Background: an optimization exercise with open tools, aiming at small area, a short achievable clock period and few clock cycles per item. Do not read the settings as production practice. Function was checked by simulation only, so behaviour that the tests miss may differ from the original.

### flow/config.mk
export PLATFORM = sky130hd
export DESIGN_NAME = part_2_TOP
export DESIGN_NICKNAME = part_2_TOP
export VERILOG_FILES = /design/flow/design.v
export SDC_FILE = /design/flow/constraint.sdc
export NUM_CORES = 4
export LEC_CHECK = 0
export CAP_MARGIN = 20
export CORE_MARGIN = 2
export CORE_UTILIZATION = 40
export PLACE_DENSITY = 0.6
export SLEW_MARGIN = 20
### flow/design.v
module part_2_TOP (input clk, rst, start, input [1:0] MOD, input [15:0] Xbus,
                   output Ready, output [17:0] RBUS);
    reg        busy;       
    reg        ph;         
    reg        pend;       
    reg [1:0]  mr;         
    reg [2:0]  k;          
    reg [15:0] D;          
    reg [15:0] U;          
    reg [17:0] acc;        
    wire [15:0] t0 = Xbus - {15'd0, Xbus > 16'h8000} - {15'd0, Xbus != 16'd0};
    wire [31:0] prod = D * U;
    wire [15:0] pm = prod[31:16];
    reg [2:0] last;
    always @(*) begin
        case (mr)
            2'd0: last = 3'd6;
            2'd1: last = 3'd6;
            2'd2: last = 3'd5;
            default: last = 3'd7;
        endcase
    end
    wire [2:0] kn = k + 3'd1;
    reg [15:0] cn;
    always @(*) begin
        case ({mr == 2'd3, kn})
            {1'b0, 3'd2}: cn = 16'h5555;
            {1'b0, 3'd3}: cn = 16'h4000;
            {1'b0, 3'd4}: cn = 16'h3333;
            {1'b0, 3'd5}: cn = 16'h2AAA;
            {1'b0, 3'd6}: cn = 16'h2492;
            {1'b0, 3'd7}: cn = 16'h2000;
            {1'b1, 3'd2}: cn = 16'hAAAA;
            {1'b1, 3'd3}: cn = 16'hC000;
            {1'b1, 3'd4}: cn = 16'hCCCC;
            {1'b1, 3'd5}: cn = 16'hD555;
            {1'b1, 3'd6}: cn = 16'hD999;
            {1'b1, 3'd7}: cn = 16'hE000;
            default:      cn = 16'h0000;
        endcase
    end
    reg inc, neg;
    always @(*) begin
        case (mr)
            2'd0: begin inc = (k != 3'd7); neg = 1'b0;  end    
            2'd1: begin inc = ~k[0];       neg = k[1];  end    
            2'd2: begin inc = k[0];        neg = ~k[1]; end    
            default: begin inc = 1'b1;     neg = k[0];  end    
        endcase
    end
    wire [17:0] addend = (pend & inc) ? (neg ? -{2'b00, U} : {2'b00, U}) : 18'd0;
    wire [17:0] sum = acc + addend;
    assign RBUS  = sum;
    assign Ready = ~busy;
    always @(posedge clk or posedge rst) begin
        if (rst) begin
            busy <= 1'b0;
            ph   <= 1'b0;
            pend <= 1'b0;
            mr   <= 2'd0;
            k    <= 3'd0;
        end else if (!busy) begin
            if (start) begin
                busy <= 1'b1;
                ph   <= 1'b1;
                pend <= 1'b0;
                mr   <= MOD;
                k    <= 3'd1;
            end else
                pend <= 1'b0;
        end else if (ph) begin
            ph   <= 1'b0;
            pend <= 1'b1;
            if (k == last)
                busy <= 1'b0;
        end else begin
            ph   <= 1'b1;
            pend <= 1'b0;
            k    <= kn;
        end
    end
    always @(posedge clk) begin
        if (!busy) begin
            if (start) begin
                U <= {1'b0, t0[15:1]};
                D <= Xbus;
                case (MOD)
                    2'd0: acc <= {2'b01, t0};
                    2'd2: acc <= 18'h10000;
                    default: acc <= {2'b00, t0};
                endcase
            end else
                acc <= sum;
        end else begin
            U <= pm;
            if (ph) begin
                D <= cn;
            end else begin
                D <= Xbus;
                acc <= sum;
            end
        end
    end
endmodule
### flow/constraint.sdc
create_clock -name core_clock -period 10.0 [get_ports {clk}]
set_input_delay 2.0000 -clock core_clock [delete_from_list [all_inputs] [get_ports {clk}]]
set_output_delay 2.0000 -clock core_clock [all_outputs]
set_load 0.01 [all_outputs]
### flow/run.sh
#!/bin/bash
# synth_recipe.tcl (not shown) runs the flow's synth.tcl, then flattens the netlist and writes it again
# the make line also repeats each setting of config.mk as NAME=value (left out here)
make -C /OpenROAD-flow-scripts/flow DESIGN_CONFIG=/design/flow/config.mk WORK_HOME=/design/flow/orfs CLKGATE_MAP_FILE= SYNTH_SCRIPT=/design/flow/synth_recipe.tcl finish
==> impl_metrics.ini <==
[drt]
first_pass_iters = 5
wirelength_mm = 32.1
wl_per_cell_um = 17.8
vias = 9458
drtAntennaViolNets = 0
post-route-drc-count = 0
vias_per_cell = 5.25
dr.first_iter.drc_count = 694

[timing]
fmax_mhz = 147
finClkSkew_ns = 0.00763
finalWorstSetupSlack_ns = 3.21
min_period_over_period_pct = 67.9
setup_violations = 0
min_period_ns = 6.79
hold_viol_final = 0
rsz0062_at_grt = false
setup_tns_ns = 0
drv_slew = 0
tightest_slew_ns = 0.999
maxSlewHeadroom_pct = 33.4

[logic_synthesis]
ys_warn_count = 1
seq_area_frac_synth_pct = 13.7
postSynthCellCount = 1409
async_flop_share_pct = 13.8
synth_commonest_cells = 256 x inv_1, 198 x nand2_1, 195 x fa_1
syn-num-nets = 1753
synthSimpleGateAreaFrac_pct = 17.3
synth.top_cells.by_area = fa_1 31%, ha_1 13%, edfxtp_1 12%, inv_1 7.7%, nand2_1 6.0%
yosys.area.top_type = fa_1
synth-main-ff-cell = edfxtp_1
syn_avg_cell_area_um2 = 8.82
synth.distinct_cells = 58
synth_top_area_share_pct = 31.4
synth_top_family_by_area = adder cells
synthAdderAreaFrac_pct = 44.3
muxShareOfSynthArea_pct = 0.886
ys_ff_latch = 58
synth_edf_count = 50
synth_compound_area_share_pct = 10.0
synthXorXnorAreaFrac_pct = 4.09
synth_area_mm2 = 0.0124
yosysMostFrequentCell = inv_1

[clocking]
cts_sinks = 58
numCtsBuffers = 9
cts_hold_buf = 0
h-tree-depth = 3
path_clk_slew_ns = 0.05
cts-resized-gates = 0
post_cts_buffers = 0
clockBufferDepth = 2
clk_root_buffer_cell = clkbuf_16
cts_tree = yes
clk-insertion-delay-late_ns = 0.34

[global_route]
antenna_found_initial = 0
track_usage_pct = 20.2
overflow = 0
grt_pass1_wl_mm = 52.1
grt_pass1_vias = 9799
grt_max_degree = 36

[finish]
drive_gt1_share_pct = 3.06
num-fill-cells = 3033
final_cells = 1803
finish.net_count = 1746
fin_util_pct = 43.9
area_growth_pct = 8.00
antenna_cells = 0

[die]
fp.dieW_um = 180
io_pins = 40
floorplan.initialDensity_pct = 40.6
coreArea_mm2 = 0.0306
core.rowCount = 64
fp.dieH_um = 180
die_area_mm2 = 0.0325

[status]
status = complete, no violations

[placement]
preCtsSetupSlack_ns = 3.27
dp_hpwl_mm = 24.8
port_buffers = 39
routabilityCongestion = 0.865
dp.cells = 1787

[critical_path]
slowest_delay_ns = 0.79
criticalPathCategory = reg2out
cp.arrival_ns = 4.79
rrSetupSlack_ns = 3.22
required_ns = 8.00
reg2reg_to = U[11]$_DFFE_PP_
critPathCaptureType = output pin
timing.rr.start = U[7]$_DFFE_PP_
cp-start-kind = register
slowest_stage = edfxtp_1
critical_path.most_common_cell = a21o_1
critPathMaxFanout = 18
rr_worst_depth = 21
path_cells = or4_1, or3_1, o31ai_1, xor2_1, nor2_1, ha_1, a21o_1, a21oi_1, o21ai_0, a21o_1, a31oi_1, xnor2_1, clkdlybuf4s50_1

[min_path]
min_to = busy$_DFF_PP0_
hold_path_class = reg2reg
min_path_cells = 1
min_from = k[2]$_DFFE_PP0P_

[flow_run]
maxCapViolCount = 0
## worst max path at each step
stage | startpoint | endpoint | slack [ns]
2_1_floorplan | U[8]$_DFFE_PP_ | U[13]$_DFFE_PP_ | 3.83
3_3_place_gp | U[7]$_DFFE_PP_ | U[11]$_DFFE_PP_ | 3.38
3_5_place_dp | U[7]$_DFFE_PP_ | U[11]$_DFFE_PP_ | 3.27
4_1_cts | U[1]$_DFFE_PP_ | RBUS[17] | 3.22
5_1_grt | U[7]$_DFFE_PP_ | U[14]$_DFFE_PP_ | 2.80
6_report | U[10]$_DFFE_PP_ | RBUS[17] | 3.21
## cells by family (layout without fill, tap and decap cells)
kind of cell	after synthesis	in the layout
fa+ha+maj	323	323
buf+inv	322	320
mux	11	11
flops	58	58
simple gates	446	446
xor+xnor	58	58
compound gates	191	191
## registers in the layout, indices dropped and copies added, names as in the netlist
signal  flops
acc        18
U          16
D          16
mr          2
k           3
ph          1
busy        1
pend        1
## layer usage
metal	wire, um	share of wire, %	GRT usage [%]	up-vias
li1	-	-	-	4435
met4	498	1.6	4.06	0
met1	14900	46	29.0	4780
met5	0	0	0	-
met2	15500	48	33.3	211
met3	1220	3.8	1.88	32
## final cells by class
class | instances | area, um^2 | share of cell area (%)
Sequential cell | 58 | 1700 | 12.7
Inverter | 256 | 961 | 7.16
Timing Repair Buffer | 48 | 458 | 3.41
Multi-Input combinational cell | 1029 | 9520 | 70.9
Tap cell | 396 | 495 | 3.69
Clock inverter | 4 | 23.8 | 0.177
Clock buffer | 12 | 268 | 1.99
## worst max-delay path: cells and delay by family (launching register included)
kind	cells	cell delay (ns)
AOI/OAI and AO/OA	6	1.09
xor gates and xnor gates	2	0.38
adders and majority gates	1	0.38
buffers and inverters	1	0.58
DFF	1	0.79
and+or+nand+nor	3	1.21
## cell usage in the layout (no fill, tap or decap), drive strengths merged, types with 3 or more instances in the layout
cell,count
o31ai,9
o211ai,3
xor2,21
nand4,9
nor3,13
fa,195
o2bb2ai,3
a211oi,5
dfrtp,8
and2,113
edfxtp,50
o21ai,53
a21o,14
nor2,56
o21bai,8
or2,3
or4,3
xnor2,37
a21oi,48
nand2b,10
clkdlybuf4s50,39
a311oi,3
a31oi,16
nand2,198
and3,9
inv,257
mux2i,11
buf,9
ha,128
or3,8
nand3,12
nor2b,7
o21a,14
clkbuf,12
nor4,4
## through the flow
step                      hold WS, ns  area [um^2]
after global placement          0.509        13100
final                           0.512        13400
after CTS                       0.515        13400
after floorplan                 0.460        12400
after global routing            0.554        13400
after detailed placement        0.507        13100
Testbench counts, summed over its fixed seeds: cycles 15,422, items 1,280.

[what the ideal ports hide]
In the flow no input, the clock included, has a driving cell. The finished layout below was timed again as built, in two steps.
Step 1 sets driving cells, clkbuf_16 on the clock port and buf_2 on the other inputs (assumed; they add their load-dependent delay and slew).
Step 2 also shifts input and output timing later by t, the mid clock arrival at the registers, as if the neighbouring blocks saw the same clock.
a / b / c = ideal / step 1 / step 2; a / b = the first two.
shift t [ns]: 0.369
setup slack, ns: 3.214 / 3.178 / 3.221
hold slack, ns: 0.512 / 0.512 / 0.512
latest minus earliest clock arrival (ns): 0.007 / 0.008
worst data-port slew with drivers (ns): 0.04
After both steps setup and hold are still met in this run. The setup slack of this run moves by -0.036 ns with the drivers and by +0.007 ns with both steps.
